This is an optimization exercise on Yosys and OpenROAD, whose aim is small area, not a production implementation. In this exercise RTL edits were held to simulation tests only and were not proved equivalent to the original. Power figures rest on the tool's default switching activity, not on a simulated workload. The clock port is modelled as an ideal driver; clocking choices that lean on that would not hold on a real chip.

// rtop
module rtop(clk,rstn,re0,re1,re2,din,pkt_valid,dout0,dout1,dout2,vld0,vld1,vld2,error,busy);
Size in the first run: about 43 I/O pins.
clock: 5.0 ns
lec_check: 0
cap_margin: 20
core_margin: 2
core_utilization: 65
slew_margin: 20
synth_hierarchical: 1
standard.sh (not shown) runs the stock make flow with config.mk's settings and CLKGATE_MAP_FILE= SYNTH_SCRIPT=/design/flow/synth_recipe.tcl, a recipe that flattens the netlist after the stock synthesis.
==> flow/flow/run.sh <==
#!/bin/bash
# Standard ORFS layout, with: every combinational cell first set to the
# smallest cell of its family (repair upsizes where needed), a leaner clock
# tree (no dummy balancing loads, larger sink clusters) and the smallest
# buffer on each port.
set -euo pipefail
here=$(pwd)
export PRE_FLOORPLAN_TCL=$here/flow/downsize.tcl
export CTS_ARGS="-sink_clustering_enable -repair_clock_nets -dont_use_dummy_load -sink_clustering_size ${CTS_SIZE:-30} -sink_clustering_max_diameter ${CTS_DIAM:-100} -root_buf sky130_fd_sc_hd__clkbuf_4 -tree_buf sky130_fd_sc_hd__clkbuf_4 -sink_clustering_buffer sky130_fd_sc_hd__clkbuf_16"
export BUFFER_PORTS_ARGS="-buffer_cell sky130_fd_sc_hd__buf_1"
bash standard.sh > standard.log 2>&1
==> flow/flow/downsize.tcl <==
# Resize every combinational cell to the smallest-area cell of its family
# (same name up to the drive suffix); timing and design repair later in the
# flow upsize where needed. Flip-flops, clock cells and tie cells are left.
set lib_area {}
set fam_best {}
foreach lib [get_libs *] {
  foreach cell [get_lib_cells [get_name $lib]/*] {
    set name [get_name $cell]
    if {![regexp {^(sky130_fd_sc_hd__[a-z0-9]+)_([0-9]+)$} $name -> fam drv]} { continue }
    if {[regexp {__(df|edf|sdf|sedf|dl|sdl|ebuf|einv)} $fam]} { continue }
    if {[regexp {clk|probe|lpflow|dly|conb|tap|fill|decap|diode} $fam]} { continue }
    set area [get_property $cell area]
    if {![dict exists $fam_best $fam]} {
      dict set fam_best $fam [list $name $area $drv]
    } else {
      lassign [dict get $fam_best $fam] bn ba bd
      if {$area < $ba - 1e-6 || (abs($area - $ba) < 1e-6 && $drv > $bd)} {
        dict set fam_best $fam [list $name $area $drv]
      }
    }
  }
}
set n 0
set before 0.0
set after 0.0
foreach inst [get_cells *] {
  set master [get_property $inst ref_name]
  if {![regexp {^(sky130_fd_sc_hd__[a-z0-9]+)_([0-9]+)$} $master -> fam drv]} { continue }
  if {![dict exists $fam_best $fam]} { continue }
  set best [lindex [dict get $fam_best $fam] 0]
  if {$best ne $master} {
    replace_cell $inst $best
    incr n
  }
}
puts "downsize: resized $n cells"
The baseline went through all stages and came out clean.
Rerun with:
==> flow/flow/run.sh (replaced) <==
#!/bin/bash
# Standard ORFS layout, with: every combinational cell first set to the
# smallest cell of its family (repair upsizes where needed), a leaner clock
# tree (no dummy balancing loads, larger sink clusters) and the smallest
# buffer on each port.
set -euo pipefail
here=$(pwd)
export PRE_FLOORPLAN_TCL=$here/flow/downsize.tcl
export CTS_ARGS="-sink_clustering_enable -repair_clock_nets -dont_use_dummy_load -sink_clustering_size ${CTS_SIZE:-34} -sink_clustering_max_diameter ${CTS_DIAM:-100}"
export BUFFER_PORTS_ARGS="-buffer_cell sky130_fd_sc_hd__buf_1"
bash standard.sh > standard.log 2>&1
After rerunning: Clock-buffer cell count goes down by 2; clock skew goes down by 0.011 ns; design area stays the same; final cell count hardly moves.
Rerun with:
--- a/flow/flow/run.sh
+++ b/flow/flow/run.sh
@@ -7,5 +7,5 @@
 here=$(pwd)
 export PRE_FLOORPLAN_TCL=$here/flow/downsize.tcl
-export CTS_ARGS="-sink_clustering_enable -repair_clock_nets -dont_use_dummy_load -sink_clustering_size ${CTS_SIZE:-34} -sink_clustering_max_diameter ${CTS_DIAM:-100}"
+export CTS_ARGS="-sink_clustering_enable -repair_clock_nets -dont_use_dummy_load -sink_clustering_size ${CTS_SIZE:-34} -sink_clustering_max_diameter ${CTS_DIAM:-50}"
 export BUFFER_PORTS_ARGS="-buffer_cell sky130_fd_sc_hd__buf_1"
 bash standard.sh > standard.log 2>&1
The new run completed without violations; worst setup slack loses 0.046 ns; die area stays the same; power increases by 11%; routed wire length goes up by 0.99%; sequential power hardly moves; non-clock buffer count does not change; critical path depth does not change.
Rerun with:
--- a/flow/flow/run.sh
+++ b/flow/flow/run.sh
@@ -7,5 +7,5 @@
 here=$(pwd)
 export PRE_FLOORPLAN_TCL=$here/flow/downsize.tcl
-export CTS_ARGS="-sink_clustering_enable -repair_clock_nets -dont_use_dummy_load -sink_clustering_size ${CTS_SIZE:-34} -sink_clustering_max_diameter ${CTS_DIAM:-50}"
+export CTS_ARGS="-sink_clustering_enable -repair_clock_nets -dont_use_dummy_load -sink_clustering_size ${CTS_SIZE:-30} -sink_clustering_max_diameter ${CTS_DIAM:-100}"
 export BUFFER_PORTS_ARGS="-buffer_cell sky130_fd_sc_hd__buf_1"
 bash standard.sh > standard.log 2>&1
=> Core utilization shrinks by 1.6 points. Worst setup slack improved by 0.025 ns. Hold slack got worse by 0.076 ns. Power shrinks by about 9%. Cell area shrinks by about 2.2%.

========
Another version of the RTL of rtop (not shown whole).
Size: roughly 1100 cells after synthesis, roughly 43 I/O pins.
Settings: LEC_CHECK=0, CAP_MARGIN=20, CORE_MARGIN=2, CORE_UTILIZATION=65, SLEW_MARGIN=20, SYNTH_HIERARCHICAL=1; clock period 5.0 ns.
==> flow/flow/run.sh <==
#!/bin/bash
# Standard ORFS layout, with: every combinational cell first set to the
# smallest cell of its family (repair upsizes where needed), a leaner clock
# tree (no dummy balancing loads, larger sink clusters, smaller buffers
# above the leaf level) and the smallest
# buffer on each port.
set -euo pipefail
here=$(pwd)
export PRE_FLOORPLAN_TCL=$here/flow/downsize.tcl
export CTS_ARGS="-sink_clustering_enable -repair_clock_nets -dont_use_dummy_load -sink_clustering_size ${CTS_SIZE:-30} -sink_clustering_max_diameter ${CTS_DIAM:-100} -root_buf sky130_fd_sc_hd__clkbuf_8 -tree_buf sky130_fd_sc_hd__clkbuf_8 -sink_clustering_buffer sky130_fd_sc_hd__clkbuf_16"
export BUFFER_PORTS_ARGS="-buffer_cell sky130_fd_sc_hd__buf_1"
bash standard.sh > standard.log 2>&1
Scripts as last shown in full above: flow/flow/downsize.tcl
Change:
==> flow/flow/run.sh (replaced) <==
#!/bin/bash
# Standard ORFS layout, with: every combinational cell first set to the
# smallest cell of its family (repair upsizes where needed), a leaner clock
# tree (no dummy balancing loads, larger sink clusters, smaller buffers
# above the leaf level) and the smallest
# buffer on each port.
set -euo pipefail
here=$(pwd)
export PRE_FLOORPLAN_TCL=$here/flow/downsize.tcl
export CTS_ARGS="-sink_clustering_enable -repair_clock_nets -dont_use_dummy_load -sink_clustering_size ${CTS_SIZE:-34} -sink_clustering_max_diameter ${CTS_DIAM:-100} -root_buf sky130_fd_sc_hd__clkbuf_8 -tree_buf sky130_fd_sc_hd__clkbuf_8 -sink_clustering_buffer sky130_fd_sc_hd__clkbuf_16"
export BUFFER_PORTS_ARGS="-buffer_cell sky130_fd_sc_hd__buf_1"
bash standard.sh > standard.log 2>&1
- CORE_UTILIZATION: 65 -> 80
Effect:
- design area falls by 0.68%
- via count goes up by 6.0%
- critical path depth stays the same
- core utilization increases by 16 points
- total power is lower by 1.1%
- worst setup slack is worse by 0.14 ns
- combinational power rose by about 1%
- routed wire length grows by 2.0%
- sequential cell count does not change

========
Another version of the RTL of rtop (not shown whole).
Size in the first run: ~1100 cells after synthesis, about 43 I/O pins.
export LEC_CHECK = 0
export CAP_MARGIN = 20
export CORE_MARGIN = 2
export CORE_UTILIZATION = 65
export SLEW_MARGIN = 20
export SYNTH_HIERARCHICAL = 1
create_clock -name core_clock -period 5.0 [get_ports {clk}]
==> flow/flow/run.sh <==
#!/bin/bash
# Standard ORFS layout, with: every combinational cell first set to the
# smallest cell of its family (repair upsizes where needed), a leaner clock
# tree (no dummy balancing loads, larger sink clusters) and the smallest
# buffer on each port.
set -euo pipefail
here=$(pwd)
export PRE_FLOORPLAN_TCL=$here/flow/downsize.tcl
export CTS_ARGS="-sink_clustering_enable -repair_clock_nets -dont_use_dummy_load -sink_clustering_size ${CTS_SIZE:-30} -sink_clustering_max_diameter ${CTS_DIAM:-100}"
export BUFFER_PORTS_ARGS="-buffer_cell sky130_fd_sc_hd__buf_1"
bash standard.sh > standard.log 2>&1
Scripts as last shown in full above: flow/flow/downsize.tcl
Change:
CORE_UTILIZATION = 40   (was 65)
What happened: The new run passed the timing, DRC and antenna checks; worst hold slack loses 0.058 ns; via count falls by 0.77%; wire length rises by 5.9%; sequential power barely changes; die area rises by 61%; final area rises by 1.8%.

========
== purple ==
Another version of the RTL of rtop (not shown whole).
Size in the first run: about 1100 cells after synthesis.
export LEC_CHECK = 0
export CAP_MARGIN = 0
export CORE_MARGIN = 2
export CORE_UTILIZATION = 65
export SLEW_MARGIN = 0
export SYNTH_HIERARCHICAL = 1
create_clock -name core_clock -period 5.0 [get_ports {clk}]
Scripts as last shown in full above: flow/flow/run.sh, flow/flow/downsize.tcl
Edits applied to the flow inputs when going from purple to blue:
# purple
export LEC_CHECK = 0
export CAP_MARGIN = 0
export CORE_MARGIN = 2
export CORE_UTILIZATION = 65
export SLEW_MARGIN = 0
export SYNTH_HIERARCHICAL = 1
create_clock -name core_clock -period 5.0 [get_ports {clk}]
# blue
export LEC_CHECK = 0
export CAP_MARGIN = 20
export CORE_MARGIN = 2
export CORE_UTILIZATION = 65
export SLEW_MARGIN = 20
export SYNTH_HIERARCHICAL = 1
create_clock -name core_clock -period 5.0 [get_ports {clk}]
Notes after the runs:
- Delta (blue minus purple): final critical-path required period now sits at about the same level; total global routing track utilization stayed essentially flat; power in the clock group closely matched the old numbers; setup slack neither gained nor lost much.

-- what the ideal ports hide --
Ports are ideal in the flow. The routed layouts listed here were re-timed in OpenROAD.
Step 1 (the two cells are an assumption about what drives the block):
set clk [get_ports {clk}]
set_driving_cell -lib_cell sky130_fd_sc_hd__clkbuf_16 $clk
set_driving_cell -lib_cell sky130_fd_sc_hd__buf_2 [delete_from_list [all_inputs] $clk]
Step 2 also shifts input and output timing later by t, the mid clock arrival at the registers, as if the neighbouring blocks saw the same clock.
Three values: ideal ports, drivers, drivers and shift; two values: the first two.
| run | shift t [ns] | setup WS [ns] | worst register clock-pin slew, ns | cell pins on the clock port's net |
|---|---|---|---|---|
| the first run of note 1 | 0.781 | 1.847 / 1.803 / 1.150 | 0.12 / 0.12 | 1 |
| the second run of note 1 | 0.557 | 1.684 / 1.713 / 1.156 | 0.12 / 0.12 | 1 |
| the third run of note 1 | 0.565 | 1.638 / 1.665 / 1.100 | 0.08 / 0.08 | 1 |
| the fourth run of note 1 | 0.556 | 1.663 / 1.689 / 1.133 | 0.11 / 0.11 | 1 |
| the first run of note 2 | 0.626 | 1.841 / 1.856 / 1.230 | 0.11 / 0.11 | 1 |
| the second run of note 2 | 0.616 | 1.704 / 1.720 / 1.104 | 0.12 / 0.12 | 1 |
| the first run of note 3 | 0.555 | 1.526 / 1.554 / 0.998 | 0.12 / 0.12 | 1 |
| the second run of note 3 | 0.564 | 1.827 / 1.827 / 1.283 | 0.11 / 0.11 | 1 |
| purple | 0.551 | 1.614 / 1.641 / 1.090 | 0.11 / 0.11 | 1 |
| blue | 0.551 | 1.614 / 1.641 / 1.090 | 0.11 / 0.11 | 1 |
After both steps every run listed still meets setup and hold. For the first run of note 1, which loses most, drivers alone change the setup slack by -0.044 ns; drivers and shift together by -0.697 ns.
